This is an optimization exercise on Yosys and OpenROAD, whose aim is small area and a short achievable clock period, not a production implementation.
Function was not checked in any run shown here: the RTL went through the layout flow alone.
The clock port is modelled as an ideal driver; clocking choices that lean on that would not hold on a real chip.

`flow/flow/skew.py`:
```
#!/usr/bin/env python3
"""Plan a later clock arrival for registers (useful skew).

usage: skew.py PATHS PERIOD

PATHS holds lines "kind from to slack" as skew.tcl writes them. A delay D[r]
(>= 0) on register r's clock changes a register-to-register path s->e by
D[s] - D[e]. The plan finds the smallest period T such that:
  setup   (PERIOD - slack) + D[s] - D[e] <= T      for register pairs
  hold    slack + D[s] - D[e] >= HOLD_MARGIN
  output  (PERIOD - slack) + D[s] <= T            (the skew may only hurt)
  input   (PERIOD - slack) <= T                   (no gain from the skew)
  D[r] <= DMAX
and prints, for each register that needs a delay, a chain of delay cells.
"""
import sys

DMAX = 1.2
HOLD_MARGIN = 0.2
LEVEL_COST = 0.15
# cells and the delay each adds in front of one register's clock pin (ns)
CELLS = [
    ('sky130_fd_sc_hd__clkbuf_1', 0.09, 3.75),
    ('sky130_fd_sc_hd__dlygate4sd1_1', 0.20, 8.76),
    ('sky130_fd_sc_hd__clkdlybuf4s50_1', 0.46, 10.01),
]

path_file, period = sys.argv[1], float(sys.argv[2])
setup, hold, outp, inp, inhold = {}, {}, {}, {}, {}
regs = set()
for line in open(path_file):
    f = line.split()
    if len(f) != 4:
        continue
    kind, s, e, sl = f[0], f[1], f[2], float(f[3])
    if kind == 'max':
        setup[(s, e)] = min(setup.get((s, e), 1e9), sl)
        regs.update((s, e))
    elif kind == 'min':
        hold[(s, e)] = min(hold.get((s, e), 1e9), sl)
        regs.update((s, e))
    elif kind == 'outmax':
        outp[s] = min(outp.get(s, 1e9), sl)
        regs.add(s)
    elif kind == 'inmax':
        inp[e] = min(inp.get(e, 1e9), sl)
        regs.add(e)
    elif kind == 'inmin':
        inhold[e] = min(inhold.get(e, 1e9), sl)
        regs.add(e)
regs = sorted(regs)
idx = {r: i + 1 for i, r in enumerate(regs)}


def solve(T):
    # difference constraints x[b] >= x[a] + w as edges (a, b, w); longest path
    edges = []
    for r in regs:
        ub = DMAX
        if r in inhold:
            ub = min(ub, max(0.0, inhold[r] - HOLD_MARGIN))
        if r in outp:
            ub = min(ub, T - (period - outp[r]))
        if ub < 0:
            return None
        edges.append((0, idx[r], 0.0))
        edges.append((idx[r], 0, -ub))
    for (s, e), sl in setup.items():
        d = period - sl
        if s == e:
            if d > T:
                return None
            continue
        edges.append((idx[s], idx[e], d - T))
    for (s, e), sl in hold.items():
        if s == e:
            continue
        # D[e] - D[s] <= sl - margin
        edges.append((idx[e], idx[s], -max(0.0, sl - HOLD_MARGIN)))
    for e, sl in inp.items():
        if period - sl > T:
            return None
    n = len(regs) + 1
    x = [0.0] + [-1e18] * (n - 1)
    for it in range(n + 1):
        changed = False
        for a, b, w in edges:
            if x[a] > -1e17 and x[a] + w > x[b] + 1e-9:
                x[b] = x[a] + w
                changed = True
        if not changed:
            return {r: x[idx[r]] for r in regs}
        if x[0] > 1e-9:
            return None
    return None


t0 = max([period - sl for sl in setup.values()] + [period - sl for sl in inp.values()]
         + [period - sl for sl in outp.values()])
lo, hi = 0.0, t0
if solve(hi) is None:
    print(f'# no skew plan (T0 {t0:.3f})')
    sys.exit(0)
for _ in range(40):
    m = (lo + hi) / 2
    if solve(m) is None:
        lo = m
    else:
        hi = m
T = hi
D = solve(T)
print(f'# period without skew {t0:.3f}, with skew {T:.3f}')


CELL_D = {c[0]: c[1] for c in CELLS}


def chain(delta):
    # fewest-area chain of cells whose delay is closest to delta
    best = None
    for a in range(0, 4):
        for b in range(0, 4):
            for c in range(0, 4):
                if a + b + c == 0 or a + b + c > 4:
                    continue
                n = (a, b, c)
                d = sum(k * cell[1] for k, cell in zip(n, CELLS))
                area = sum(k * cell[2] for k, cell in zip(n, CELLS))
                cost = abs(d - delta) + 0.004 * area
                if best is None or cost < best[0]:
                    best = (cost, n)
    out = []
    for k, cell in zip(best[1], CELLS):
        out += [cell[0]] * k
    return out


# Shared delays: the registers are put on a few levels; level k is reached
# through a cascade of delay stages, each stage driving the registers of its
# level and the next stage.
need = sorted((D[r], r) for r in regs if D[r] >= 0.06)
if not need:
    sys.exit(0)
vals = [v for v, _ in need]


def levels_for(k):
    # 1-D k-means on the wanted delays
    cent = [vals[int((i + 0.5) * len(vals) / k)] for i in range(k)]
    for _ in range(50):
        groups = [[] for _ in cent]
        for v in vals:
            groups[min(range(k), key=lambda i: abs(v - cent[i]))].append(v)
        cent = [sum(g) / len(g) if g else c for g, c in zip(groups, cent)]
    err = sum(min(abs(v - c) for c in cent) for v in vals)
    return sorted(cent), err


best = None
for k in range(1, 7):
    cent, err = levels_for(k)
    cost = err + LEVEL_COST * k
    if best is None or cost < best[0]:
        best = (cost, cent)
cent = best[1]
prev = 0.0
real = 0.0
DRIVER = ('sky130_fd_sc_hd__clkbuf_4', 0.12)
for k, c in enumerate(cent, 1):
    # each stage ends in a stronger buffer that drives its registers
    rest = c - real - DRIVER[1]
    cells = chain(rest) if rest > 0.05 else []
    cells.append(DRIVER[0])
    real += sum(CELL_D.get(x, DRIVER[1]) for x in cells)
    print('stage', k, f'{c:.3f}', ' '.join(cells))
for v, r in need:
    k = min(range(len(cent)), key=lambda i: abs(v - cent[i])) + 1
    print('level', r, k, f'{v:.3f}')
```
`flow/flow/skew.tcl`:
```
# Useful clock skew between registers, run after clock tree synthesis
# (POST_CTS_TCL). It measures the worst setup and hold slack of every
# register-to-register path, and the worst slack of every path from an input
# and to an output, then asks skew.py for a later clock arrival for each
# register that shortens the period set by the register-to-register paths.
# Paths from the inputs and to the outputs get no gain from it: an input path
# must meet that period without the skew, and an output path must meet it with
# the skew. The delays are made by clock buffers put in front of the
# registers' clock pins.

set skew_dir [file dirname [file normalize [info script]]]
set work_dir [file dirname $skew_dir]
set_propagated_clock [all_clocks]
estimate_parasitics -placement

set regs [all_registers -cells]
set clkpin [dict create]
set dpin [dict create]
set cellof [dict create]
foreach r $regs {
  set n [get_full_name $r]
  dict set cellof $n $r
  foreach p [get_pins -of_objects $r] {
    set pn [get_property $p lib_pin_name]
    if { $pn == "CLK" } { dict set clkpin $n $p }
    if { $pn == "D" } { dict set dpin $n $p }
  }
}

set f [open $work_dir/skew_paths.txt w]
foreach r $regs {
  set n [get_full_name $r]
  set cp [dict get $clkpin $n]
  foreach {kind pd} {max max min min} {
    set paths [find_timing_paths -from $cp -path_delay $pd \
      -group_path_count 10000 -endpoint_path_count 1 -unique_paths_to_endpoint]
    foreach p $paths {
      set ep [get_property $p endpoint]
      set epn [get_full_name $ep]
      if { [get_property $ep direction] == "output" } {
        puts $f "out$kind $n - [get_property $p slack]"
      } else {
        set einst [get_full_name [get_cells -of_objects $ep]]
        puts $f "$kind $n $einst [get_property $p slack]"
      }
    }
  }
  set dp [dict get $dpin $n]
  foreach {kind pd} {inmax max inmin min} {
    set paths [find_timing_paths -from [all_inputs] -to $dp -path_delay $pd]
    foreach p $paths {
      puts $f "$kind - $n [get_property $p slack]"
    }
  }
}
close $f

set period [get_property [lindex [all_clocks] 0] period]
exec python3 $skew_dir/skew.py $work_dir/skew_paths.txt $period > $work_dir/skew_plan.txt
puts "skew plan:"
puts [exec cat $work_dir/skew_plan.txt]

set block [ord::get_db_block]
set stages {}
set level [dict create]
foreach line [split [exec cat $work_dir/skew_plan.txt] "\n"] {
  if { [lindex $line 0] == "stage" } { lappend stages [lrange $line 3 end] }
  if { [lindex $line 0] == "level" } { dict set level [lindex $line 1] [lindex $line 2] }
}
set nbuf 0
set drv_net ""
set k 0
foreach cells $stages {
  incr k
  set pins {}
  set sx 0
  set sy 0
  set np 0
  dict for {n lv} $level {
    if { $lv >= $k } {
      lappend pins [dict get $clkpin $n]
      set loc [[sta::sta_to_db_inst [dict get $cellof $n]] getLocation]
      set sx [expr { $sx + [lindex $loc 0] }]
      set sy [expr { $sy + [lindex $loc 1] }]
      incr np
    }
  }
  if { $np == 0 } { break }
  set xy [list [ord::dbu_to_microns [expr { $sx / $np }]] [ord::dbu_to_microns [expr { $sy / $np }]]]
  foreach cell $cells {
    if { $drv_net == "" } {
      set net [get_nets -of_objects [lindex $pins end]]
      insert_buffer -buffer_cell $cell -net $net -load_pins $pins -load_pins_on_diff_nets \
        -location $xy -buffer_name skewbuf_$nbuf -net_name skewnet_$nbuf
    } else {
      insert_buffer -buffer_cell $cell -net $drv_net -load_pins $pins \
        -location $xy -buffer_name skewbuf_$nbuf -net_name skewnet_$nbuf
    }
    set drv_net [get_nets skewnet_$nbuf]
    set bnet [$block findNet skewnet_$nbuf]
    if { $bnet ne "NULL" && $bnet ne "" } { $bnet setSigType CLOCK }
    incr nbuf
  }
}
puts "skew buffers inserted: $nbuf"

detailed_placement
check_placement -verbose
estimate_parasitics -placement
report_worst_slack -max
report_worst_slack -min
```
`flow/design.v`:
```
module prng (
    input logic [31:0] seed,
    output logic [31:0] rand_num,
    input logic clk,
    input logic rst
);
    logic [31:0] state;
    wire [30:0] x = state[30:0];
    wire [30:0] xn = ~state[30:0];
    wire [30:0] nxt;
    wire s0; wire c0;
    assign s0 = 1'b1 ^ x[2] ^ xn[0];
    assign c0 = (1'b1 & x[2]) | (1'b1 & xn[0]) | (x[2] & xn[0]);
    wire s1; wire c1;
    assign s1 = 1'b1 ^ x[3] ^ xn[1];
    assign c1 = (1'b1 & x[3]) | (1'b1 & xn[1]) | (x[3] & xn[1]);
    wire s2; wire c2;
    fa u2 (.a(x[4]), .b(xn[2]), .c(xn[0]), .s(s2), .co(c2));
    wire s3; wire c3;
    fa u3 (.a(x[5]), .b(xn[3]), .c(xn[1]), .s(s3), .co(c3));
    wire s4; wire c4;
    assign s4 = 1'b0 ^ x[4] ^ x[2];
    assign c4 = (1'b0 & x[4]) | (1'b0 & x[2]) | (x[4] & x[2]);
    wire s5; wire c5;
    fa u5 (.a(x[6]), .b(c3), .c(~s4), .s(s5), .co(c5));
    wire s6; wire c6;
    fa u6 (.a(x[7]), .b(xn[5]), .c(xn[3]), .s(s6), .co(c6));
    wire s7; wire c7;
    fa u7 (.a(x[0]), .b(~c4), .c(s6), .s(s7), .co(c7));
    wire s8; wire c8;
    fa u8 (.a(x[8]), .b(xn[6]), .c(xn[4]), .s(s8), .co(c8));
    wire s9; wire c9;
    fa u9 (.a(x[1]), .b(c6), .c(s8), .s(s9), .co(c9));
    wire s10; wire c10;
    assign s10 = 1'b1 ^ x[9] ^ x[2];
    assign c10 = (1'b1 & x[9]) | (1'b1 & x[2]) | (x[9] & x[2]);
    wire s11; wire c11;
    fa u11 (.a(xn[7]), .b(xn[5]), .c(xn[0]), .s(s11), .co(c11));
    wire s12; wire c12;
    fa u12 (.a(c8), .b(s10), .c(s11), .s(s12), .co(c12));
    wire s13; wire c13;
    fa u13 (.a(xn[8]), .b(xn[6]), .c(xn[1]), .s(s13), .co(c13));
    wire s14; wire c14;
    fa u14 (.a(x[10]), .b(x[3]), .c(c10), .s(s14), .co(c14));
    wire s15; wire c15;
    fa u15 (.a(c11), .b(s13), .c(c12), .s(s15), .co(c15));
    wire s16; wire c16;
    fa u16 (.a(xn[9]), .b(xn[7]), .c(xn[2]), .s(s16), .co(c16));
    wire s17; wire c17;
    fa u17 (.a(x[11]), .b(x[4]), .c(c13), .s(s17), .co(c17));
    wire s18; wire c18;
    fa u18 (.a(s16), .b(c14), .c(s17), .s(s18), .co(c18));
    wire s19; wire c19;
    assign s19 = 1'b1 ^ x[12] ^ x[5];
    assign c19 = (1'b1 & x[12]) | (1'b1 & x[5]) | (x[12] & x[5]);
    wire s20; wire c20;
    fa u20 (.a(xn[10]), .b(xn[8]), .c(xn[3]), .s(s20), .co(c20));
    wire s21; wire c21;
    fa u21 (.a(x[0]), .b(c16), .c(s19), .s(s21), .co(c21));
    wire s22; wire c22;
    fa u22 (.a(s20), .b(c17), .c(s21), .s(s22), .co(c22));
    wire s23; wire c23;
    assign s23 = 1'b1 ^ x[13] ^ x[6];
    assign c23 = (1'b1 & x[13]) | (1'b1 & x[6]) | (x[13] & x[6]);
    wire s24; wire c24;
    fa u24 (.a(xn[11]), .b(xn[9]), .c(xn[4]), .s(s24), .co(c24));
    wire s25; wire c25;
    fa u25 (.a(x[1]), .b(c19), .c(c20), .s(s25), .co(c25));
    wire s26; wire c26;
    fa u26 (.a(s23), .b(s24), .c(c21), .s(s26), .co(c26));
    wire s27; wire c27;
    fa u27 (.a(s25), .b(c22), .c(s26), .s(s27), .co(c27));
    wire s28; wire c28;
    fa u28 (.a(x[14]), .b(x[7]), .c(x[2]), .s(s28), .co(c28));
    wire s29; wire c29;
    fa u29 (.a(xn[12]), .b(xn[10]), .c(xn[5]), .s(s29), .co(c29));
    wire s30; wire c30;
    fa u30 (.a(x[0]), .b(c23), .c(c24), .s(s30), .co(c30));
    wire s31; wire c31;
    fa u31 (.a(s28), .b(s29), .c(c25), .s(s31), .co(c31));
    wire s32; wire c32;
    fa u32 (.a(s30), .b(c26), .c(s31), .s(s32), .co(c32));
    wire s33; wire c33;
    fa u33 (.a(x[15]), .b(x[8]), .c(x[3]), .s(s33), .co(c33));
    wire s34; wire c34;
    fa u34 (.a(xn[13]), .b(xn[11]), .c(xn[6]), .s(s34), .co(c34));
    wire s35; wire c35;
    fa u35 (.a(x[1]), .b(c28), .c(c29), .s(s35), .co(c35));
    wire s36; wire c36;
    fa u36 (.a(s33), .b(s34), .c(c30), .s(s36), .co(c36));
    wire s37; wire c37;
    fa u37 (.a(s35), .b(c31), .c(s36), .s(s37), .co(c37));
    wire s38; wire c38;
    fa u38 (.a(xn[14]), .b(xn[12]), .c(xn[7]), .s(s38), .co(c38));
    wire s39; wire c39;
    fa u39 (.a(x[9]), .b(x[4]), .c(x[2]), .s(s39), .co(c39));
    wire s40; wire c40;
    fa u40 (.a(x[16]), .b(c33), .c(c34), .s(s40), .co(c40));
    wire s41; wire c41;
    fa u41 (.a(s38), .b(s39), .c(c35), .s(s41), .co(c41));
    wire s42; wire c42;
    fa u42 (.a(s40), .b(c36), .c(s41), .s(s42), .co(c42));
    wire s43; wire c43;
    assign s43 = 1'b0 ^ x[15] ^ x[13];
    assign c43 = (1'b0 & x[15]) | (1'b0 & x[13]) | (x[15] & x[13]);
    wire s44; wire c44;
    fa u44 (.a(x[10]), .b(x[5]), .c(x[3]), .s(s44), .co(c44));
    wire s45; wire c45;
    fa u45 (.a(xn[8]), .b(xn[0]), .c(x[17]), .s(s45), .co(c45));
    wire s46; wire c46;
    fa u46 (.a(c38), .b(c39), .c(~s43), .s(s46), .co(c46));
    wire s47; wire c47;
    fa u47 (.a(s44), .b(s45), .c(c40), .s(s47), .co(c47));
    wire s48; wire c48;
    fa u48 (.a(s46), .b(c41), .c(s47), .s(s48), .co(c48));
    wire s49; wire c49;
    fa u49 (.a(xn[14]), .b(xn[9]), .c(xn[1]), .s(s49), .co(c49));
    wire s50; wire c50;
    fa u50 (.a(x[11]), .b(x[6]), .c(x[4]), .s(s50), .co(c50));
    wire s51; wire c51;
    fa u51 (.a(xn[16]), .b(~c43), .c(c44), .s(s51), .co(c51));
    wire s52; wire c52;
    fa u52 (.a(x[18]), .b(s49), .c(s50), .s(s52), .co(c52));
    wire s53; wire c53;
    fa u53 (.a(c45), .b(c46), .c(s51), .s(s53), .co(c53));
    wire s54; wire c54;
    fa u54 (.a(s52), .b(c47), .c(s53), .s(s54), .co(c54));
    wire s55; wire c55;
    fa u55 (.a(xn[15]), .b(xn[10]), .c(xn[2]), .s(s55), .co(c55));
    wire s56; wire c56;
    fa u56 (.a(x[12]), .b(x[7]), .c(x[5]), .s(s56), .co(c56));
    wire s57; wire c57;
    fa u57 (.a(x[0]), .b(xn[17]), .c(x[19]), .s(s57), .co(c57));
    wire s58; wire c58;
    fa u58 (.a(c49), .b(c50), .c(s55), .s(s58), .co(c58));
    wire s59; wire c59;
    fa u59 (.a(s56), .b(s57), .c(c51), .s(s59), .co(c59));
    wire s60; wire c60;
    fa u60 (.a(c52), .b(s58), .c(c53), .s(s60), .co(c60));
    wire s61; wire c61;
    fa u61 (.a(s59), .b(c54), .c(s60), .s(s61), .co(c61));
    wire s62; wire c62;
    fa u62 (.a(x[13]), .b(x[8]), .c(x[6]), .s(s62), .co(c62));
    wire s63; wire c63;
    fa u63 (.a(xn[11]), .b(xn[3]), .c(x[1]), .s(s63), .co(c63));
    wire s64; wire c64;
    fa u64 (.a(xn[16]), .b(xn[18]), .c(x[20]), .s(s64), .co(c64));
    wire s65; wire c65;
    fa u65 (.a(c55), .b(c56), .c(s62), .s(s65), .co(c65));
    wire s66; wire c66;
    fa u66 (.a(s63), .b(c57), .c(s64), .s(s66), .co(c66));
    wire s67; wire c67;
    fa u67 (.a(c58), .b(s65), .c(s66), .s(s67), .co(c67));
    wire s68; wire c68;
    fa u68 (.a(c59), .b(s67), .c(c60), .s(s68), .co(c68));
    wire s69; wire c69;
    fa u69 (.a(x[14]), .b(x[9]), .c(x[7]), .s(s69), .co(c69));
    wire s70; wire c70;
    fa u70 (.a(xn[12]), .b(xn[4]), .c(x[2]), .s(s70), .co(c70));
    wire s71; wire c71;
    fa u71 (.a(xn[17]), .b(xn[19]), .c(x[21]), .s(s71), .co(c71));
    wire s72; wire c72;
    fa u72 (.a(c62), .b(c63), .c(s69), .s(s72), .co(c72));
    wire s73; wire c73;
    fa u73 (.a(s70), .b(c64), .c(s71), .s(s73), .co(c73));
    wire s74; wire c74;
    fa u74 (.a(c65), .b(s72), .c(c66), .s(s74), .co(c74));
    wire s75; wire c75;
    fa u75 (.a(s73), .b(c67), .c(s74), .s(s75), .co(c75));
    wire s76; wire c76;
    assign s76 = 1'b1 ^ x[15] ^ x[10];
    assign c76 = (1'b1 & x[15]) | (1'b1 & x[10]) | (x[15] & x[10]);
    wire s77; wire c77;
    fa u77 (.a(xn[13]), .b(xn[5]), .c(xn[0]), .s(s77), .co(c77));
    wire s78; wire c78;
    fa u78 (.a(x[8]), .b(x[3]), .c(xn[18]), .s(s78), .co(c78));
    wire s79; wire c79;
    fa u79 (.a(xn[20]), .b(c69), .c(c70), .s(s79), .co(c79));
    wire s80; wire c80;
    fa u80 (.a(x[22]), .b(s76), .c(s77), .s(s80), .co(c80));
    wire s81; wire c81;
    fa u81 (.a(s78), .b(c71), .c(c72), .s(s81), .co(c81));
    wire s82; wire c82;
    fa u82 (.a(s79), .b(s80), .c(c73), .s(s82), .co(c82));
    wire s83; wire c83;
    fa u83 (.a(s81), .b(c74), .c(s82), .s(s83), .co(c83));
    wire s84; wire c84;
    fa u84 (.a(xn[14]), .b(xn[6]), .c(xn[1]), .s(s84), .co(c84));
    wire s85; wire c85;
    fa u85 (.a(x[11]), .b(x[9]), .c(x[4]), .s(s85), .co(c85));
    wire s86; wire c86;
    fa u86 (.a(x[16]), .b(xn[19]), .c(xn[21]), .s(s86), .co(c86));
    wire s87; wire c87;
    fa u87 (.a(x[23]), .b(c76), .c(c77), .s(s87), .co(c87));
    wire s88; wire c88;
    fa u88 (.a(s84), .b(s85), .c(c78), .s(s88), .co(c88));
    wire s89; wire c89;
    fa u89 (.a(s86), .b(c79), .c(c80), .s(s89), .co(c89));
    wire s90; wire c90;
    fa u90 (.a(s87), .b(s88), .c(c81), .s(s90), .co(c90));
    wire s91; wire c91;
    fa u91 (.a(s89), .b(c82), .c(s90), .s(s91), .co(c91));
    wire s92; wire c92;
    fa u92 (.a(xn[15]), .b(xn[7]), .c(xn[2]), .s(s92), .co(c92));
    wire s93; wire c93;
    fa u93 (.a(x[12]), .b(x[10]), .c(x[5]), .s(s93), .co(c93));
    wire s94; wire c94;
    fa u94 (.a(x[17]), .b(xn[20]), .c(xn[22]), .s(s94), .co(c94));
    wire s95; wire c95;
    fa u95 (.a(c84), .b(c85), .c(x[24]), .s(s95), .co(c95));
    wire s96; wire c96;
    fa u96 (.a(s92), .b(s93), .c(c86), .s(s96), .co(c96));
    wire s97; wire c97;
    fa u97 (.a(c87), .b(s94), .c(s95), .s(s97), .co(c97));
    wire s98; wire c98;
    fa u98 (.a(c88), .b(s96), .c(c89), .s(s98), .co(c98));
    wire s99; wire c99;
    fa u99 (.a(s97), .b(c90), .c(s98), .s(s99), .co(c99));
    wire s100; wire c100;
    fa u100 (.a(x[13]), .b(x[11]), .c(x[6]), .s(s100), .co(c100));
    wire s101; wire c101;
    fa u101 (.a(xn[8]), .b(xn[3]), .c(x[0]), .s(s101), .co(c101));
    wire s102; wire c102;
    fa u102 (.a(xn[16]), .b(x[18]), .c(xn[21]), .s(s102), .co(c102));
    wire s103; wire c103;
    fa u103 (.a(xn[23]), .b(c92), .c(c93), .s(s103), .co(c103));
    wire s104; wire c104;
    fa u104 (.a(x[25]), .b(s100), .c(s101), .s(s104), .co(c104));
    wire s105; wire c105;
    fa u105 (.a(c94), .b(s102), .c(c95), .s(s105), .co(c105));
    wire s106; wire c106;
    fa u106 (.a(s103), .b(s104), .c(c96), .s(s106), .co(c106));
    wire s107; wire c107;
    fa u107 (.a(c97), .b(s105), .c(s106), .s(s107), .co(c107));
    wire s108; wire c108;
    fa u108 (.a(c98), .b(s107), .c(c99), .s(s108), .co(c108));
    wire s109; wire c109;
    fa u109 (.a(x[14]), .b(x[12]), .c(x[7]), .s(s109), .co(c109));
    wire s110; wire c110;
    fa u110 (.a(xn[9]), .b(xn[4]), .c(x[1]), .s(s110), .co(c110));
    wire s111; wire c111;
    fa u111 (.a(xn[17]), .b(x[19]), .c(xn[22]), .s(s111), .co(c111));
    wire s112; wire c112;
    fa u112 (.a(c100), .b(c101), .c(xn[24]), .s(s112), .co(c112));
    wire s113; wire c113;
    fa u113 (.a(s109), .b(s110), .c(x[26]), .s(s113), .co(c113));
    wire s114; wire c114;
    fa u114 (.a(c102), .b(c103), .c(s111), .s(s114), .co(c114));
    wire s115; wire c115;
    fa u115 (.a(c104), .b(s112), .c(s113), .s(s115), .co(c115));
    wire s116; wire c116;
    fa u116 (.a(c105), .b(s114), .c(s115), .s(s116), .co(c116));
    wire s117; wire c117;
    fa u117 (.a(c106), .b(s116), .c(c107), .s(s117), .co(c117));
    wire s118; wire c118;
    fa u118 (.a(x[15]), .b(x[13]), .c(x[8]), .s(s118), .co(c118));
    wire s119; wire c119;
    fa u119 (.a(xn[10]), .b(xn[5]), .c(x[2]), .s(s119), .co(c119));
    wire s120; wire c120;
    fa u120 (.a(xn[18]), .b(x[20]), .c(xn[23]), .s(s120), .co(c120));
    wire s121; wire c121;
    fa u121 (.a(c109), .b(c110), .c(xn[25]), .s(s121), .co(c121));
    wire s122; wire c122;
    fa u122 (.a(s118), .b(s119), .c(x[27]), .s(s122), .co(c122));
    wire s123; wire c123;
    fa u123 (.a(c111), .b(c112), .c(s120), .s(s123), .co(c123));
    wire s124; wire c124;
    fa u124 (.a(c113), .b(s121), .c(s122), .s(s124), .co(c124));
    wire s125; wire c125;
    fa u125 (.a(c114), .b(s123), .c(c115), .s(s125), .co(c125));
    wire s126; wire c126;
    fa u126 (.a(s124), .b(c116), .c(s125), .s(s126), .co(c126));
    wire s127; wire c127;
    fa u127 (.a(x[14]), .b(x[9]), .c(x[3]), .s(s127), .co(c127));
    wire s128; wire c128;
    fa u128 (.a(xn[11]), .b(xn[6]), .c(x[16]), .s(s128), .co(c128));
    wire s129; wire c129;
    fa u129 (.a(xn[19]), .b(c118), .c(c119), .s(s129), .co(c129));
    wire s130; wire c130;
    fa u130 (.a(x[21]), .b(xn[24]), .c(s127), .s(s130), .co(c130));
    wire s131; wire c131;
    fa u131 (.a(xn[26]), .b(s128), .c(x[28]), .s(s131), .co(c131));
    wire s132; wire c132;
    fa u132 (.a(c120), .b(c121), .c(s129), .s(s132), .co(c132));
    wire s133; wire c133;
    fa u133 (.a(s130), .b(c122), .c(s131), .s(s133), .co(c133));
    wire s134; wire c134;
    fa u134 (.a(c123), .b(s132), .c(c124), .s(s134), .co(c134));
    wire s135; wire c135;
    fa u135 (.a(s133), .b(c125), .c(s134), .s(s135), .co(c135));
    wire s136; wire c136;
    fa u136 (.a(x[15]), .b(x[10]), .c(x[4]), .s(s136), .co(c136));
    wire s137; wire c137;
    fa u137 (.a(xn[12]), .b(xn[7]), .c(x[17]), .s(s137), .co(c137));
    wire s138; wire c138;
    fa u138 (.a(xn[20]), .b(x[22]), .c(c127), .s(s138), .co(c138));
    wire s139; wire c139;
    fa u139 (.a(c128), .b(xn[25]), .c(s136), .s(s139), .co(c139));
    wire s140; wire c140;
    fa u140 (.a(s137), .b(xn[27]), .c(x[29]), .s(s140), .co(c140));
    wire s141; wire c141;
    fa u141 (.a(c129), .b(c130), .c(s138), .s(s141), .co(c141));
    wire s142; wire c142;
    fa u142 (.a(s139), .b(c131), .c(s140), .s(s142), .co(c142));
    wire s143; wire c143;
    fa u143 (.a(c132), .b(s141), .c(c133), .s(s143), .co(c143));
    wire s144; wire c144;
    fa u144 (.a(s142), .b(c134), .c(s143), .s(s144), .co(c144));
    wire s145;
    assign s145 = x[11] ^ x[5] ^ x[0];
    wire s146;
    assign s146 = x[13] ^ x[8] ^ xn[16];
    wire s147;
    assign s147 = x[18] ^ xn[21] ^ x[23];
    wire s148;
    assign s148 = c136 ^ s145 ^ c137;
    wire s149;
    assign s149 = x[26] ^ s146 ^ x[28];
    wire s150;
    assign s150 = x[30] ^ c138 ^ s147;
    wire s151;
    assign s151 = c139 ^ s148 ^ c140;
    wire s152;
    assign s152 = ~s149 ^ c141 ^ s150;
    wire s153;
    assign s153 = s151 ^ c142 ^ s152;
    wire s154;
    assign s154 = c143 ^ s153 ^ c144;
    wire [30:0] ra, rb;
    assign ra[0] = x[0];
    assign rb[0] = 1'b1;
    assign ra[1] = x[1];
    assign rb[1] = 1'b0;
    assign ra[2] = s0;
    assign rb[2] = 1'b0;
    assign ra[3] = c0;
    assign rb[3] = s1;
    assign ra[4] = c1;
    assign rb[4] = s2;
    assign ra[5] = c2;
    assign rb[5] = s3;
    assign ra[6] = s5;
    assign rb[6] = 1'b0;
    assign ra[7] = c5;
    assign rb[7] = s7;
    assign ra[8] = c7;
    assign rb[8] = s9;
    assign ra[9] = c9;
    assign rb[9] = s12;
    assign ra[10] = s14;
    assign rb[10] = s15;
    assign ra[11] = c15;
    assign rb[11] = s18;
    assign ra[12] = c18;
    assign rb[12] = s22;
    assign ra[13] = s27;
    assign rb[13] = 1'b0;
    assign ra[14] = c27;
    assign rb[14] = s32;
    assign ra[15] = c32;
    assign rb[15] = s37;
    assign ra[16] = c37;
    assign rb[16] = s42;
    assign ra[17] = c42;
    assign rb[17] = s48;
    assign ra[18] = c48;
    assign rb[18] = s54;
    assign ra[19] = s61;
    assign rb[19] = 1'b0;
    assign ra[20] = c61;
    assign rb[20] = s68;
    assign ra[21] = c68;
    assign rb[21] = s75;
    assign ra[22] = c75;
    assign rb[22] = s83;
    assign ra[23] = c83;
    assign rb[23] = s91;
    assign ra[24] = c91;
    assign rb[24] = s99;
    assign ra[25] = s108;
    assign rb[25] = 1'b0;
    assign ra[26] = c108;
    assign rb[26] = s117;
    assign ra[27] = c117;
    assign rb[27] = s126;
    assign ra[28] = c126;
    assign rb[28] = s135;
    assign ra[29] = c135;
    assign rb[29] = s144;
    assign ra[30] = s154;
    assign rb[30] = 1'b0;
    wire [30:0] g0 = ra & rb;
    wire [30:0] p0 = ra ^ rb;
    wire gg1 = g0[1] | (p0[1] & g0[0]);
    wire gg2 = g0[2] | (p0[2] & gg1);
    wire gg3 = g0[3] | (p0[3] & g0[2]);
    wire pp3 = p0[3] & p0[2];
    wire gg4 = gg3 | (pp3 & gg1);
    wire gg5 = g0[4] | (p0[4] & g0[3]);
    wire pp5 = p0[4] & p0[3];
    wire gg6 = gg5 | (pp5 & gg2);
    wire gg7 = g0[5] | (p0[5] & g0[4]);
    wire pp7 = p0[5] & p0[4];
    wire gg8 = gg7 | (pp7 & g0[3]);
    wire pp8 = pp7 & p0[3];
    wire gg9 = gg8 | (pp8 & gg2);
    wire gg10 = g0[6] | (p0[6] & gg9);
    wire gg11 = g0[7] | (p0[7] & g0[6]);
    wire pp11 = p0[7] & p0[6];
    wire gg12 = gg11 | (pp11 & gg9);
    wire gg13 = g0[8] | (p0[8] & g0[7]);
    wire pp13 = p0[8] & p0[7];
    wire gg14 = gg13 | (pp13 & gg10);
    wire gg15 = g0[9] | (p0[9] & g0[8]);
    wire pp15 = p0[9] & p0[8];
    wire gg16 = gg15 | (pp15 & gg11);
    wire pp16 = pp15 & pp11;
    wire gg17 = gg16 | (pp16 & gg9);
    wire gg18 = g0[10] | (p0[10] & gg15);
    wire pp18 = p0[10] & pp15;
    wire gg19 = gg18 | (pp18 & gg12);
    wire gg20 = g0[11] | (p0[11] & g0[10]);
    wire pp20 = p0[11] & p0[10];
    wire gg21 = gg20 | (pp20 & gg17);
    wire gg22 = g0[12] | (p0[12] & gg20);
    wire pp22 = p0[12] & pp20;
    wire gg23 = gg22 | (pp22 & gg17);
    wire gg24 = g0[13] | (p0[13] & gg23);
    wire gg25 = g0[14] | (p0[14] & g0[13]);
    wire pp25 = p0[14] & p0[13];
    wire gg26 = gg25 | (pp25 & gg23);
    wire gg27 = g0[15] | (p0[15] & g0[14]);
    wire pp27 = p0[15] & p0[14];
    wire gg28 = gg27 | (pp27 & g0[13]);
    wire pp28 = pp27 & p0[13];
    wire gg29 = gg28 | (pp28 & gg23);
    wire gg30 = g0[16] | (p0[16] & g0[15]);
    wire pp30 = p0[16] & p0[15];
    wire gg31 = gg30 | (pp30 & g0[14]);
    wire pp31 = pp30 & p0[14];
    wire gg32 = gg31 | (pp31 & gg24);
    wire gg33 = g0[17] | (p0[17] & g0[16]);
    wire pp33 = p0[17] & p0[16];
    wire gg34 = gg33 | (pp33 & gg27);
    wire pp34 = pp33 & pp27;
    wire gg35 = gg34 | (pp34 & gg24);
    wire gg36 = g0[18] | (p0[18] & g0[17]);
    wire pp36 = p0[18] & p0[17];
    wire gg37 = gg36 | (pp36 & gg30);
    wire pp37 = pp36 & pp30;
    wire gg38 = gg37 | (pp37 & gg26);
    wire gg39 = g0[18] | (p0[18] & gg33);
    wire pp39 = p0[18] & pp33;
    wire gg40 = g0[19] | (p0[19] & gg39);
    wire pp40 = p0[19] & pp39;
    wire gg41 = gg40 | (pp40 & gg29);
    wire gg42 = g0[20] | (p0[20] & g0[19]);
    wire pp42 = p0[20] & p0[19];
    wire gg43 = gg42 | (pp42 & gg38);
    wire gg44 = g0[21] | (p0[21] & g0[20]);
    wire pp44 = p0[21] & p0[20];
    wire gg45 = gg44 | (pp44 & g0[19]);
    wire pp45 = pp44 & p0[19];
    wire gg46 = gg45 | (pp45 & gg38);
    wire gg47 = g0[22] | (p0[22] & g0[21]);
    wire pp47 = p0[22] & p0[21];
    wire gg48 = gg47 | (pp47 & gg42);
    wire pp48 = pp47 & pp42;
    wire gg49 = gg48 | (pp48 & gg38);
    wire gg50 = g0[23] | (p0[23] & g0[22]);
    wire pp50 = p0[23] & p0[22];
    wire gg51 = gg50 | (pp50 & gg44);
    wire pp51 = pp50 & pp44;
    wire gg52 = gg51 | (pp51 & gg41);
    wire gg53 = g0[24] | (p0[24] & g0[23]);
    wire pp53 = p0[24] & p0[23];
    wire gg54 = gg53 | (pp53 & gg47);
    wire pp54 = pp53 & pp47;
    wire gg55 = gg54 | (pp54 & gg43);
    wire gg56 = g0[25] | (p0[25] & gg54);
    wire pp56 = p0[25] & pp54;
    wire gg57 = gg56 | (pp56 & gg43);
    wire gg58 = g0[26] | (p0[26] & g0[25]);
    wire pp58 = p0[26] & p0[25];
    wire gg59 = gg58 | (pp58 & gg55);
    wire gg60 = g0[27] | (p0[27] & g0[26]);
    wire pp60 = p0[27] & p0[26];
    wire gg61 = gg60 | (pp60 & g0[25]);
    wire pp61 = pp60 & p0[25];
    wire gg62 = gg61 | (pp61 & gg55);
    wire gg63 = g0[28] | (p0[28] & g0[27]);
    wire pp63 = p0[28] & p0[27];
    wire gg64 = gg63 | (pp63 & g0[26]);
    wire pp64 = pp63 & p0[26];
    wire gg65 = gg64 | (pp64 & g0[25]);
    wire pp65 = pp64 & p0[25];
    wire gg66 = gg65 | (pp65 & gg55);
    wire gg67 = g0[29] | (p0[29] & gg63);
    wire pp67 = p0[29] & pp63;
    wire gg68 = gg67 | (pp67 & gg58);
    wire pp68 = pp67 & pp58;
    wire gg69 = gg68 | (pp68 & gg55);
    wire gg70 = g0[30] | (p0[30] & gg67);
    wire pp70 = p0[30] & pp67;
    wire gg71 = gg70 | (pp70 & gg59);
    assign nxt[0] = p0[0];
    assign nxt[1] = p0[1] ^ g0[0];
    assign nxt[2] = p0[2] ^ gg1;
    assign nxt[3] = p0[3] ^ gg2;
    assign nxt[4] = p0[4] ^ gg4;
    assign nxt[5] = p0[5] ^ gg6;
    assign nxt[6] = p0[6] ^ gg9;
    assign nxt[7] = p0[7] ^ gg10;
    assign nxt[8] = p0[8] ^ gg12;
    assign nxt[9] = p0[9] ^ gg14;
    assign nxt[10] = p0[10] ^ gg17;
    assign nxt[11] = p0[11] ^ gg19;
    assign nxt[12] = p0[12] ^ gg21;
    assign nxt[13] = p0[13] ^ gg23;
    assign nxt[14] = p0[14] ^ gg24;
    assign nxt[15] = p0[15] ^ gg26;
    assign nxt[16] = p0[16] ^ gg29;
    assign nxt[17] = p0[17] ^ gg32;
    assign nxt[18] = p0[18] ^ gg35;
    assign nxt[19] = p0[19] ^ gg38;
    assign nxt[20] = p0[20] ^ gg41;
    assign nxt[21] = p0[21] ^ gg43;
    assign nxt[22] = p0[22] ^ gg46;
    assign nxt[23] = p0[23] ^ gg49;
    assign nxt[24] = p0[24] ^ gg52;
    assign nxt[25] = p0[25] ^ gg55;
    assign nxt[26] = p0[26] ^ gg57;
    assign nxt[27] = p0[27] ^ gg59;
    assign nxt[28] = p0[28] ^ gg62;
    assign nxt[29] = p0[29] ^ gg66;
    assign nxt[30] = p0[30] ^ gg69;
    always_ff @(posedge clk) begin
        if (rst) begin
            state <= seed;
        end else begin
            state <= {1'b0, nxt};
        end
        rand_num <= state;
    end
endmodule
module fa (
    input  logic a,
    input  logic b,
    input  logic c,
    output logic s,
    output logic co
);
    assign s = a ^ b ^ c;
    assign co = (a & b) | (a & c) | (b & c);
endmodule
```
`flow/config.mk`:
```
export PLATFORM = sky130hd
export DESIGN_NAME = prng
export DESIGN_NICKNAME = prng
export VERILOG_FILES = /design/flow/design.v
export SDC_FILE = /design/flow/constraint.sdc
export NUM_CORES = 4
export LEC_CHECK = 0
export CAP_MARGIN = 20
export CORE_MARGIN = 2
export CORE_UTILIZATION = 50
export CTS_BUF_LIST = sky130_fd_sc_hd__clkbuf_4 sky130_fd_sc_hd__clkbuf_8
export SETUP_SLACK_MARGIN = 3.0
export SLEW_MARGIN = 20
export SYNTH_HIERARCHICAL = 1
```
`flow/constraint.sdc`:
```
create_clock -name core_clock -period 7.0 [get_ports {clk}]
set_input_delay 1.4000 -clock core_clock [delete_from_list [all_inputs] [get_ports {clk}]]
set_output_delay 1.4000 -clock core_clock [all_outputs]
set_load 0.01 [all_outputs]
```
`flow/standard.sh`:
```
#!/bin/bash
# synth_recipe.tcl (not shown) runs the flow's synth.tcl, then flattens the netlist and writes it again
# the make line also repeats each setting of config.mk as NAME=value (left out here)
make -C /OpenROAD-flow-scripts/flow DESIGN_CONFIG=/design/flow/config.mk WORK_HOME=/design/flow/orfs CLKGATE_MAP_FILE= SYNTH_SCRIPT=/design/flow/synth_recipe.tcl "${@:-finish}"
```
`flow/flow/run.sh`:
```
#!/bin/bash
# Standard layout with two changes: the smallest buffer on each port, and
# useful clock skew between registers after clock tree synthesis (skew.tcl).
export BUFFER_PORTS_ARGS="-buffer_cell sky130_fd_sc_hd__buf_1"
export POST_CTS_TCL="$PWD/flow/skew.tcl"
export SKIP_CTS_REPAIR_TIMING=1
bash standard.sh > standard.log 2>&1
```
==> results.toml, run 1 <==
[die]
die_x_um = 113
die_h_um = 113
coreArea_um2 = 11500
rows = 39
ios = 66
initial_core_util_pct = 51.4
dieArea_um2 = 12700

[route]
remaining_drc_errors = 0
routed_via_density = 5.43
ant_nets = 0
routed_wl_um = 14400
wl_per_cell_um = 20.4
dr.pass1.iters = 5
vias = 3830
drt_iter0_drc = 289

[timing]
hold_viol_final = 0
setup_tns_ns = 0
relSlewSlack_pct = 60.3
setup_viol_count_final = 0
rsz0062_at_grt = "false"
fmax_mhz = 260
skew_ns = 1.31
post-route-period-util_pct = 55.0
max_slew.worst_pin.slew_ns = 0.596
fin_crit_ns = 3.85
layout_setup_ws_ns = 3.15
report.final.slew_viol_count = 0

[cts]
clk_latency_ns = 1.67
cts.sinks = 64
cts_tree = "done"
clk_pin_slew_ns = 0.09

[logic_synthesis]
syn_inst = 472
synth.top_cell.area_share_pct = 46.6
synth_edf_count = 0
ys_types = 47
synth_top_flop_cell = "dfxtp_1"
synth_area_leader_cell = "fa_1"
yosys_warnings = 7
syn-num-nets = 678
synth-seq-area-share_pct = 21.8
async_flop_share_pct = 0
ys_ff_latch = 64
yosys-top-cells-count = "fa_1 (137), dfxtp_1 (64), inv_1 (49)"
synth_area_leaders = "fa_1 (47%), dfxtp_1 (22%), ha_1 (7.4%)"
syn_area_um2 = 5890
yosysMostFrequentCell = "fa_1"
syn_area_per_cell_um2 = 12.5

[grt]
grt_max_degree = 65
grt_pass1_vias = 4291
grt_pass1_wl_um = 23300
grt_antenna_before_repair = 0
grt_overflow = 0
grtUsageTotal_pct = 25.0

[min_path]
hold_depth = 6
worstHoldStart = "state[11]"
holdPathEnd = "state[30]"
min_path_type = "reg -> reg"

[placement]
gp_congestion = 0.941
dp_slack_ns = 2.41
dp_cells = 674
port_buffers = 65
place_area_um2 = 6380
hpwl_um = 11600

[setup_path]
ff2ff_setup_slack_ns = 3.15
path_class = "reg -> reg"
start_kind = "flop"
required_ns = 7.48
r2r_cells = 12
end_kind = "flop"
reg2reg_to = "state[19]"
r2r_start = "state[10]"
crit_fanout = 6
critPathArrivalTime_ns = 4.33

[status]
status = "no timing/DRC/antenna violations"

[cells_and_area]
layout.nets = 763
finalNonFillerCells = 705
area_growth_pct = 13.9
drive_gt1_share_pct = 13.9
n_antenna_cell = 0
final_cell_area_um2 = 6710

[flow_run]
max_cap_viol_count = 0
Yosys stat by module, one instance, submodules excluded:
module,cells,times used
prng,335,1
fa,1,137
cell type report, without the clock buffers:
class                           count  area [um^2]
Fill cell                         968         4760
Sequential cell                    64         1330
Inverter                           49          196
Clock inverter                      2         37.5
Multi-Input combinational cell    352         4430
Tap cell                          143          179
Timing Repair Buffer               71          303
cell families (layout without fill, tap and decap cells):
logic type	count (synthesis)	in the layout	synth area share [%]
xor+xnor	37	37	5.74
flops	64	64	21.8
fa+ha+maj	172	172	54.0
buf+inv	56	146	3.87
simple gates	65	65	5.38
compound gates	74	74	8.50
mux	4	4	0.765
layout by cell type, fill, tap and decap left out, drive strengths merged, types with 2 or more instances in the layout:
cell	netlist	final
fa	137	137
xor2	10	10
a21o	7	7
a21boi	2	2
nor3b	3	3
nor2	10	10
nor3	3	3
o221a	2	2
o31ai	5	5
nand2	30	30
dfxtp	64	64
xnor2	26	26
a21oi	14	14
mux2	4	4
a31oi	4	4
and2	2	2
ha	35	35
inv	49	49
dlygate4sd3	0	5
o21ai	23	23
nand4	3	3
nor2b	3	3
o21a	5	5
o211ai	2	2
nand3	5	5
or4	3	3
clkbuf	6	25
buf	1	65
o22ai	2	2
through the flow:
stage	util (%)	hold slack, ns
2_1_floorplan	-	0.310
3_3_place_gp	55.7	0.314
3_5_place_dp	55.7	0.330
5_1_grt	58.5	0.0195
6_report	58.5	0.0780
per-layer routing:
| layer | wire length, um | up-vias | part of all wire (%) | track usage (%) |
|---|---|---|---|---|
| li1 | - | 1715 | - | - |
| met1 | 6480 | 1938 | 45 | 35.7 |
| met2 | 6640 | 146 | 46 | 38.5 |
| met3 | 943 | 31 | 6.5 | 5.56 |
| met4 | 344 | 0 | 2.4 | 8.05 |
| met5 | 0 | - | 0 | 0 |
how the worst max path moves through the flow:
stage / startpoint / to / slack (ns) / depth (start not counted)
2_1_floorplan: state[9] / state[30] / 2.99 / 10
3_3_place_gp: state[1] / state[30] / 2.55 / 13
3_5_place_dp: state[1] / state[30] / 2.41 / 13
5_1_grt: state[6] / state[17] / 3.03 / 14
6_report: state[10] / state[19] / 3.15 / 12
worst max-delay path: stages (launching register included):
cell     delay, ns
dfxtp_4       0.42
inv_2         0.12
fa_1          0.44
fa_1          0.39
fa_1          0.55
fa_1          0.43
ha_1          0.35
nand2_1       0.11
or4_4         0.43
o221a_2       0.29
o21ai_1       0.20
xnor2_1       0.14
o21ai_0       0.09
flip-flops by register name, summed over array words and instances, names as in the netlist:
name and flops:
state 32, rand_num 32
==> run 2: changes to the inputs <==
--- a/flow/flow/skew.py
+++ b/flow/flow/skew.py
@@ -165,14 +165,16 @@
 cent = best[1]
 prev = 0.0
 real = 0.0
-DRIVER = ('sky130_fd_sc_hd__clkbuf_4', 0.12)
+lev_of = {r: min(range(len(cent)), key=lambda i: abs(v - cent[i])) + 1 for v, r in need}
 for k, c in enumerate(cent, 1):
-    # each stage ends in a stronger buffer that drives its registers
-    rest = c - real - DRIVER[1]
+    # each stage ends in a stronger buffer that drives its registers and the
+    # next stage
+    nload = sum(1 for r in lev_of if lev_of[r] == k) + (1 if k < len(cent) else 0)
+    driver = ('sky130_fd_sc_hd__clkbuf_8', 0.12) if nload > 3 else ('sky130_fd_sc_hd__clkbuf_4', 0.12)
+    rest = c - real - driver[1]
     cells = chain(rest) if rest > 0.05 else []
-    cells.append(DRIVER[0])
-    real += sum(CELL_D.get(x, DRIVER[1]) for x in cells)
+    cells.append(driver[0])
+    real += sum(CELL_D.get(x, driver[1]) for x in cells)
     print('stage', k, f'{c:.3f}', ' '.join(cells))
 for v, r in need:
-    k = min(range(len(cent)), key=lambda i: abs(v - cent[i])) + 1
-    print('level', r, k, f'{v:.3f}')
+    print('level', r, lev_of[r], f'{v:.3f}')
==> run 2 against run 1 <==
Compared with the run above:
- clock skew down 0.042 ns
- design area about the same
==> results.toml, run 2 <==
[route]
vias = 3812
drt_iter0_drc = 265
wl_per_cell_um = 20.4
remaining_drc_errors = 0
ant_nets = 0
routed_wl_um = 14300
dr.pass1.iters = 4
routed_via_density = 5.42

[timing]
whs_ns = 0.0524
fin_crit_ns = 3.87
rsz0062_at_grt = "false"
setup_tns_ns = 0
setup_viol_count_final = 0
max_slew.worst_pin.slew_ns = 0.614
relSlewSlack_pct = 59.1
post-route-period-util_pct = 55.2
hold_viol_final = 0
fmax_mhz = 259
report.final.slew_viol_count = 0
skew_ns = 1.27

[cts]
cts_tree = "done"
clk_pin_slew_ns = 0.07
cts.sinks = 64
clk_latency_ns = 1.63

[logic_synthesis]
synth_area_leaders = "fa_1 (47%), dfxtp_1 (22%), ha_1 (7.4%)"
yosysMostFrequentCell = "fa_1"
ys_types = 47
synth_top_flop_cell = "dfxtp_1"
synth_area_leader_cell = "fa_1"
syn_inst = 472
syn_area_per_cell_um2 = 12.5
synth-seq-area-share_pct = 21.8
yosys_warnings = 7
yosys-top-cells-count = "fa_1 (137), dfxtp_1 (64), inv_1 (49)"
async_flop_share_pct = 0
syn_area_um2 = 5890
synth.top_cell.area_share_pct = 46.6
ys_ff_latch = 64
syn-num-nets = 678
synth_edf_count = 0

[min_path]
min_path_type = "reg -> reg"
holdPathEnd = "state[30]"
hold_depth = 6
worstHoldStart = "state[13]"

[setup_path]
start_kind = "flop"
critPathArrivalTime_ns = 4.33
required_ns = 7.46
r2r_cells = 12
end_kind = "flop"
path_class = "reg -> reg"
ff2ff_setup_slack_ns = 3.13
crit_fanout = 8
r2r_start = "state[8]"
reg2reg_to = "state[19]"

[die]
die_h_um = 113
ios = 66
die_x_um = 113
initial_core_util_pct = 51.4
dieArea_um2 = 12700
rows = 39
coreArea_um2 = 11500

[placement]
port_buffers = 65
hpwl_um = 11600
gp_congestion = 0.941

[cells_and_area]
drive_gt1_share_pct = 13.9
layout.nets = 761
fin_util_pct = 58.5
top_regs = "rand_num x32, state x32"
fillers = 960
n_antenna_cell = 0
area_growth_pct = 14.0
final_common_cell = "fa_1"
final_cell_mix = "fa_1 (135), buf_1 (64), dfxtp_1 (48)"

[status]
status = "no timing/DRC/antenna violations"

[flow_run]
max_cap_viol_count = 0

[grt]
grt_pass1_vias = 4297
grt_pass1_wl_um = 23400
grt_max_degree = 65
grt_overflow = 0
grtUsageTotal_pct = 25.0
grt_antenna_before_repair = 0
==> run 2: cell counts after synthesis <==
No cell type changed its count.
==> run 2: Yosys stat by module, one instance, submodules excluded <==
module	area [um^2]	cells	flops+latches
prng	3150	335	64
fa	20.0	1	0
==> run 2: metrics by stage <==
| step | cells | instance area (um^2) | setup slack (ns) |
|---|---|---|---|
| global placement | 674 | 6380 | 2.55 |
| floorplan | 472 | 6000 | 2.99 |
| global route | 703 | 6710 | 3.00 |
| finish | 703 | 6710 | 3.13 |
| detailed placement | 674 | 6380 | 2.41 |
==> run 2: layer usage <==
layer	vias to the layer above	routed length, um	share of wire (%)	track usage (%)
met3	23	932	6.5	5.56
li1	1707	-	-	-
met2	152	6670	47	38.6
met5	-	0	0	0
met1	1930	6440	45	35.7
met4	0	272	1.9	7.97
==> run 2: cell families after synthesis <==
family                   count (synthesis)  synth area share [%]
multiplexers                             4                 0.765
flip-flops                              64                  21.8
buffers and inverters                   56                  3.87
AND/OR/NAND/NOR                         65                  5.38
adder cells (fa/ha/maj)                172                  54.0
AO/OA/AOI/OAI                           74                  8.50
XOR/XNOR                                37                  5.74
==> run 2: cell type report, without the clock buffers <==
| cell class | count | area, um^2 | area share (%) |
|---|---|---|---|
| multi-input combinational | 352 | 4430 | 65.9 |
| timing repair buffer | 69 | 283 | 4.21 |
| tap | 143 | 179 | 2.66 |
| sequential | 64 | 1330 | 19.9 |
| inverter | 49 | 196 | 2.93 |
| clock inverter | 2 | 37.5 | 0.559 |
==> run 2: how the worst max path moves through the flow <==
stage,startpoint,endpoint,slack [ns],cells past startpoint
global placement,state[1],state[30],2.55,13
global route,state[6],state[17],3.00,14
floorplan,state[9],state[30],2.99,10
finish,state[8],state[19],3.13,12
detailed placement,state[1],state[30],2.41,13
==> run 2: critical path: stages, from the launching register on <==
cell     delay [ns]
dfxtp_4        0.45
inv_2          0.12
fa_1           0.41
fa_1           0.39
fa_1           0.55
fa_1           0.43
ha_1           0.35
nand2_1        0.11
or4_4          0.43
o221a_2        0.29
o21ai_1        0.20
xnor2_1        0.14
o21ai_0        0.09
==> run 3: changes to the inputs <==
--- a/flow/flow/skew.py
+++ b/flow/flow/skew.py
@@ -15,8 +15,8 @@
 """
 import sys
 
-DMAX = 1.2
-HOLD_MARGIN = 0.2
+DMAX = 1.5
+HOLD_MARGIN = 0.0
 LEVEL_COST = 0.15
 # cells and the delay each adds in front of one register's clock pin (ns)
 CELLS = [
--- a/flow/config.mk
+++ b/flow/config.mk
@@ -9,6 +9,7 @@
 export CORE_MARGIN = 2
 export CORE_UTILIZATION = 50
 export CTS_BUF_LIST = sky130_fd_sc_hd__clkbuf_4 sky130_fd_sc_hd__clkbuf_8
-export SETUP_SLACK_MARGIN = 3.0
+export HOLD_SLACK_MARGIN = 0.1
+export SETUP_SLACK_MARGIN = 3.3
 export SLEW_MARGIN = 20
 export SYNTH_HIERARCHICAL = 1
==> run 3 against run 2 <==
Compared with the run above:
- still clean
- synthesized cell count did not move
- setup slack improved by 0.31 ns
- global-route usage rose by 1.1 points
- sequential share of layout area fell by 1.0 points
- die area did not move
- first-iteration DRC count fell by 18%
- fmax rose by 8.8%
- flip-flop and latch count did not move
- area after synthesis did not move
==> results.toml, run 3 <==
[die]
initial_core_util_pct = 51.4
die_x_um = 113
dieArea_um2 = 12700
coreArea_um2 = 11500
rows = 39
die_h_um = 113
ios = 66

[timing]
skew_ns = 1.39
report.final.slew_viol_count = 0
relSlewSlack_pct = 57.8
whs_ns = 0.122
hold_viol_final = 0
fin_crit_ns = 3.55
max_slew.worst_pin.slew_ns = 0.632
fmax_mhz = 281
setup_tns_ns = 0
post-route-period-util_pct = 50.8
setup_viol_count_final = 0
rsz0062_at_grt = "false"

[cells_and_area]
fillers = 952
top_regs = "rand_num x32, state x32"
fin_util_pct = 62.1
area_growth_pct = 20.9
final_cell_mix = "fa_1 (114), buf_1 (64), dfxtp_1 (45)"
drive_gt1_share_pct = 23.4
finalNonFillerCells = 723
n_antenna_cell = 0
layout.nets = 781
final_common_cell = "fa_1"

[setup_path]
start_kind = "flop"
path_class = "reg -> reg"
required_ns = 7.26
crit_fanout = 6
end_kind = "flop"
critPathArrivalTime_ns = 3.81

[route]
routed_via_density = 5.40
routed_wl_um = 15100
drt_iter0_drc = 216
vias = 3905
wl_per_cell_um = 20.9
dr.pass1.iters = 5
remaining_drc_errors = 0
ant_nets = 0

[grt]
grt_antenna_before_repair = 0
grt_pass1_vias = 4317
grt_overflow = 0
grt_max_degree = 65
grtUsageTotal_pct = 26.1
grt_pass1_wl_um = 24000

[logic_synthesis]
synth_area_leaders = "fa_1 (47%), dfxtp_1 (22%), ha_1 (7.4%)"
async_flop_share_pct = 0
syn_area_per_cell_um2 = 12.5
syn-num-nets = 678
synth.top_cell.area_share_pct = 46.6
syn_inst = 472
synth-seq-area-share_pct = 21.8
yosys_warnings = 7
synth_area_leader_cell = "fa_1"
ys_types = 47
synth_edf_count = 0
synth_top_flop_cell = "dfxtp_1"
yosys-top-cells-count = "fa_1 (137), dfxtp_1 (64), inv_1 (49)"
syn_area_um2 = 5890
yosysMostFrequentCell = "fa_1"
ys_ff_latch = 64

[placement]
port_buffers = 65
hpwl_um = 11900
dp_cells = 674
gp_congestion = 0.941

[cts]
cts.sinks = 64
cts_tree = "done"
clk_pin_slew_ns = 0.06
clk_latency_ns = 1.75

[status]
status = "no timing/DRC/antenna violations"

[flow_run]
max_cap_viol_count = 0

[min_path]
min_path_type = "reg -> reg"
==> run 3: through the flow <==
step	setup WS, ns	cell area [um^2]
6_report	3.45	7120
5_1_grt	3.31	7120
3_5_place_dp	2.63	6630
3_3_place_gp	2.66	6630
2_1_floorplan	3.03	6240
==> run 3: final cells by class, without the clock buffers <==
cell class	instances	area (um^2)	area share [%]
sequential	64	1340	18.9
multi-input combinational	352	4650	65.4
clock inverter	4	47.5	0.668
timing repair buffer	89	448	6.29
tap	143	179	2.51
inverter	49	219	3.08
==> run 3: kinds of logic (layout without fill, tap and decap cells) <==
group           Yosys count  count (layout)  synth area share, %
simple gates             65              65                 5.38
mux                       4               4                0.765
fa+ha+maj               172             172                 54.0
buf+inv                  56             164                 3.87
compound gates           74              74                 8.50
flops                    64              64                 21.8
xor+xnor                 37              37                 5.74
==> run 3: worst max-delay path: stages (launching register included) <==
cell and delay (ns):
dfxtp_4 0.43, inv_4 0.09, fa_2 0.42, fa_2 0.55, fa_1 0.47, ha_4 0.32, nand3_2 0.10, or3_4 0.38
o21ai_1 0.14, ha_2 0.28, mux2_2 0.25
==> run 3: path summary, 6_finish.rpt <==
| path | from | slack (ns) | to | cells past startpoint |
|---|---|---|---|---|
| hold reg to reg | state[13] | 0.12 | state[30] | 6 |
| hold / removal | state[13] | 0.12 | state[30] | 6 |
| setup reg to reg | state[9] | 3.45 | state[13] | 10 |
| setup / recovery | state[9] | 3.45 | state[13] | 10 |
==> run 3: per-module statistics from Yosys (local to each module, per instance) <==
module  times used  flops+latches
prng             1             64
fa             137              0
==> run 3: routing by layer <==
| layer | part of all wire, % | GRT usage (%) | vias to the layer above |
|---|---|---|---|
| li1 | - | - | 1755 |
| met1 | 47 | 38.0 | 2035 |
| met2 | 47 | 41.0 | 103 |
| met3 | 3.9 | 4.81 | 12 |
| met4 | 1.4 | 6.99 | 0 |
| met5 | 0 | 0 | - |
==> run 4: changes to the inputs <==
==> flow/flow/run.sh (replaced) <==
#!/bin/bash
# Standard layout with two changes: the smallest buffer on each port, and
# useful clock skew between registers after clock tree synthesis (skew.tcl).
# Clock tree synthesis adds no dummy loads.
export BUFFER_PORTS_ARGS="-buffer_cell sky130_fd_sc_hd__buf_1"
export POST_CTS_TCL="$PWD/flow/skew.tcl"
export SKIP_CTS_REPAIR_TIMING=1
# clock tree: no dummy loads for balancing (the skew step sets the arrivals)
export CTS_ARGS="-sink_clustering_enable -repair_clock_nets -dont_use_dummy_load -buf_list {sky130_fd_sc_hd__clkbuf_4 sky130_fd_sc_hd__clkbuf_8}"
bash standard.sh > standard.log 2>&1
==> run 4 against run 3 <==
Compared with the run above:
- routed wire length increased by 0.36%
- cell count shrank 0.28%
- setup slack worse by 0.032 ns
- critical path depth up 3
- still clean
- sequential share of layout area increased by 0.13 points
- synthesized cell count unchanged
- critical endpoint is now state[16]
==> results.toml, run 4 <==
[logic_synthesis]
synth.top_cell.area_share_pct = 46.6
synth_top_flop_cell = "dfxtp_1"
synthMuxAreaShare_pct = 0.765
synth_simple_gate_area_share_pct = 5.37
ys_types = 47
async_flop_share_pct = 0
yosysMostFrequentCell = "fa_1"
synth_compound_area_share_pct = 8.50
ys_ff_latch = 64
synth-adder-area-share_pct = 54.0
syn_area_um2 = 5890
synth_area_leader_cell = "fa_1"
syn-num-nets = 678
syn_area_per_cell_um2 = 12.5
synth_edf_count = 0
syn_inst = 472
synth_area_leaders = "fa_1 (47%), dfxtp_1 (22%), ha_1 (7.4%)"
yosys_warnings = 7
yosys-top-cells-count = "fa_1 (137), dfxtp_1 (64), inv_1 (49)"
synth-seq-area-share_pct = 21.8
synth_top_family_by_area = "adder cells"
synth-xor-area-share_pct = 5.74

[setup_path]
start_kind = "flop"
cp_slowest_cell = "fa_1"
cp_cell_sequence = "inv_6 -> fa_2 -> fa_2 -> fa_1 -> fa_1 -> ha_4 -> nand2_4 -> or4_4 -> o221a_4 -> nor2b_1 -> nor2_1 -> xor2_1 -> o21ai_0"
slowest_delay_ns = 0.52
crit_fanout = 5
path_class = "reg -> reg"
required_ns = 7.53
critPathArrivalTime_ns = 4.12
end_kind = "flop"
crit_buf_inv = 1
crit_family = "adder cells"

[cells_and_area]
finalNonFillerCells = 721
seq_area_um2 = 1340
final_cell_area_um2 = 7080
top_regs = "rand_num x32, state x32"
multi_input_area_um2 = 4640
layout.nets = 786
fillers = 954
area_growth_pct = 20.2
final_common_cell = "fa_1"
drive_gt1_share_pct = 23.5
final_cell_mix = "fa_1 (114), buf_1 (64), dfxtp_1 (44)"
n_antenna_cell = 0

[min_path]
min_path_type = "reg -> reg"

[grt]
grt_antenna_before_repair = 0
grt_overflow = 0
grt_pass1_wl_um = 23900
grtUsageTotal_pct = 26.0
grt_max_degree = 65
grt_pass1_vias = 4288

[die]
dieArea_um2 = 12700
ios = 66
rows = 39
initial_core_util_pct = 51.4
die_x_um = 113
die_h_um = 113
coreArea_um2 = 11500

[cts]
cts.sinks = 64
clk_pin_slew_ns = 0.06
cts_tree = "done"
clk_latency_ns = 1.75

[status]
status = "no timing/DRC/antenna violations"

[timing]
fmax_mhz = 279
rsz0062_at_grt = "true"
setup_viol_count_final = 0
post-route-period-util_pct = 51.2
max_slew.worst_pin.slew_ns = 0.641
setup_tns_ns = 0
fin_crit_ns = 3.59
report.final.slew_viol_count = 0
relSlewSlack_pct = 57.2
hold_viol_final = 0
layout_setup_ws_ns = 3.41
skew_ns = 1.40

[route]
drt_iter0_drc = 221
vias = 3908
routed_wl_um = 15200
wl_per_cell_um = 21.0
routed_via_density = 5.42
remaining_drc_errors = 0
ant_nets = 0
dr.pass1.iters = 4

[placement]
gp_congestion = 0.941
dp_slack_ns = 2.63
place_area_um2 = 6630
hpwl_um = 11900
dp_cells = 674
port_buffers = 65

[flow_run]
max_cap_viol_count = 0
## run 4: cell counts after synthesis
Identical to the previous run, type by type.
## run 4: worst paths after layout
check                  from         to  slack [ns]  cells past startpoint
setup / recovery  state[10]  state[16]        3.41                     13
hold / removal    state[11]  state[30]        0.09                      6
setup reg to reg  state[10]  state[16]        3.41                     13
hold reg to reg   state[11]  state[30]        0.09                      6
## run 4: metal layers
metal	share of wire [%]	wire length (um)	up-vias	GRT usage (%)
li1	-	-	1753	-
met3	4.5	678	25	4.75
met5	0	0	-	0
met1	47	7090	2008	38.1
met4	1.9	291	0	7.32
met2	47	7100	122	40.4
## run 4: cells by family after synthesis
logic type                 count (synthesis)
AOI/OAI and AO/OA                         74
xor gates and xnor gates                  37
adders and majority gates                172
buffers and inverters                     56
DFF                                       64
muxes                                      4
and+or+nand+nor                           65
## run 4: tightest hold or removal path, stage by stage, from the launching register on
cell	delay, ns
dfxtp_4	0.41
xnor2_1	0.19
xnor2_1	0.09
xnor2_1	0.16
xnor3_1	0.39
nor2_1	0.14
a221oi_2	0.07
## run 4: per-stage QoR
stage	utilization, %	hold slack, ns
2_1_floorplan	-	0.310
3_3_place_gp	57.8	0.317
3_5_place_dp	57.8	0.319
5_1_grt	61.7	0.102
6_report	61.7	0.0908
## run 4: modules after synthesis (local to each module, per instance)
module  flip-flops and latches  copies in the design
prng                        64                     1
fa                           0                   137
## run 4: layout make-up, without the clock buffers
cell class	count	area share [%]
flip-flops and latches	64	19.0
multi-input cells	352	65.6
repair buffers	94	6.79
inverters	49	3.09
well taps	143	2.53

## re-timing with driven ports
How much do the figures lean on ideal ports? The routed layouts below were timed once more, with nothing changed but the port constraints. Step 1: set_driving_cell puts a clkbuf_16 on clk and a buf_2 on each other input, an assumption about the parent block. Step 2, shift: input delay + t, output delay - t, t = (earliest + latest rising clock arrival at the registers) / 2. This alone moves slack from input paths to output paths. a / b / c = ideal / step 1 / step 2; a / b = the first two.
run	shift t [ns]	setup slack, ns	worst setup path after step 2	latest minus earliest clock arrival (ns)	slew at the worst register clock pin (ns)	worst data-port slew with drivers (ns)
run 1	1.039	3.147 / 3.147 / 3.147	register to register	1.331 / 1.332	0.10 / 0.10	0.04
run 2	1.014	3.134 / 3.134 / 3.134	register to register	1.289 / 1.289	0.07 / 0.07	0.04
run 3	1.084	3.446 / 3.446 / 3.446	register to register	1.411 / 1.412	0.10 / 0.10	0.03
run 4	1.086	3.415 / 3.415 / 3.415	register to register	1.413 / 1.412	0.07 / 0.07	0.03
Clock arrivals are far apart in every run listed, so t is only a midpoint there and step 2 fits no single register.
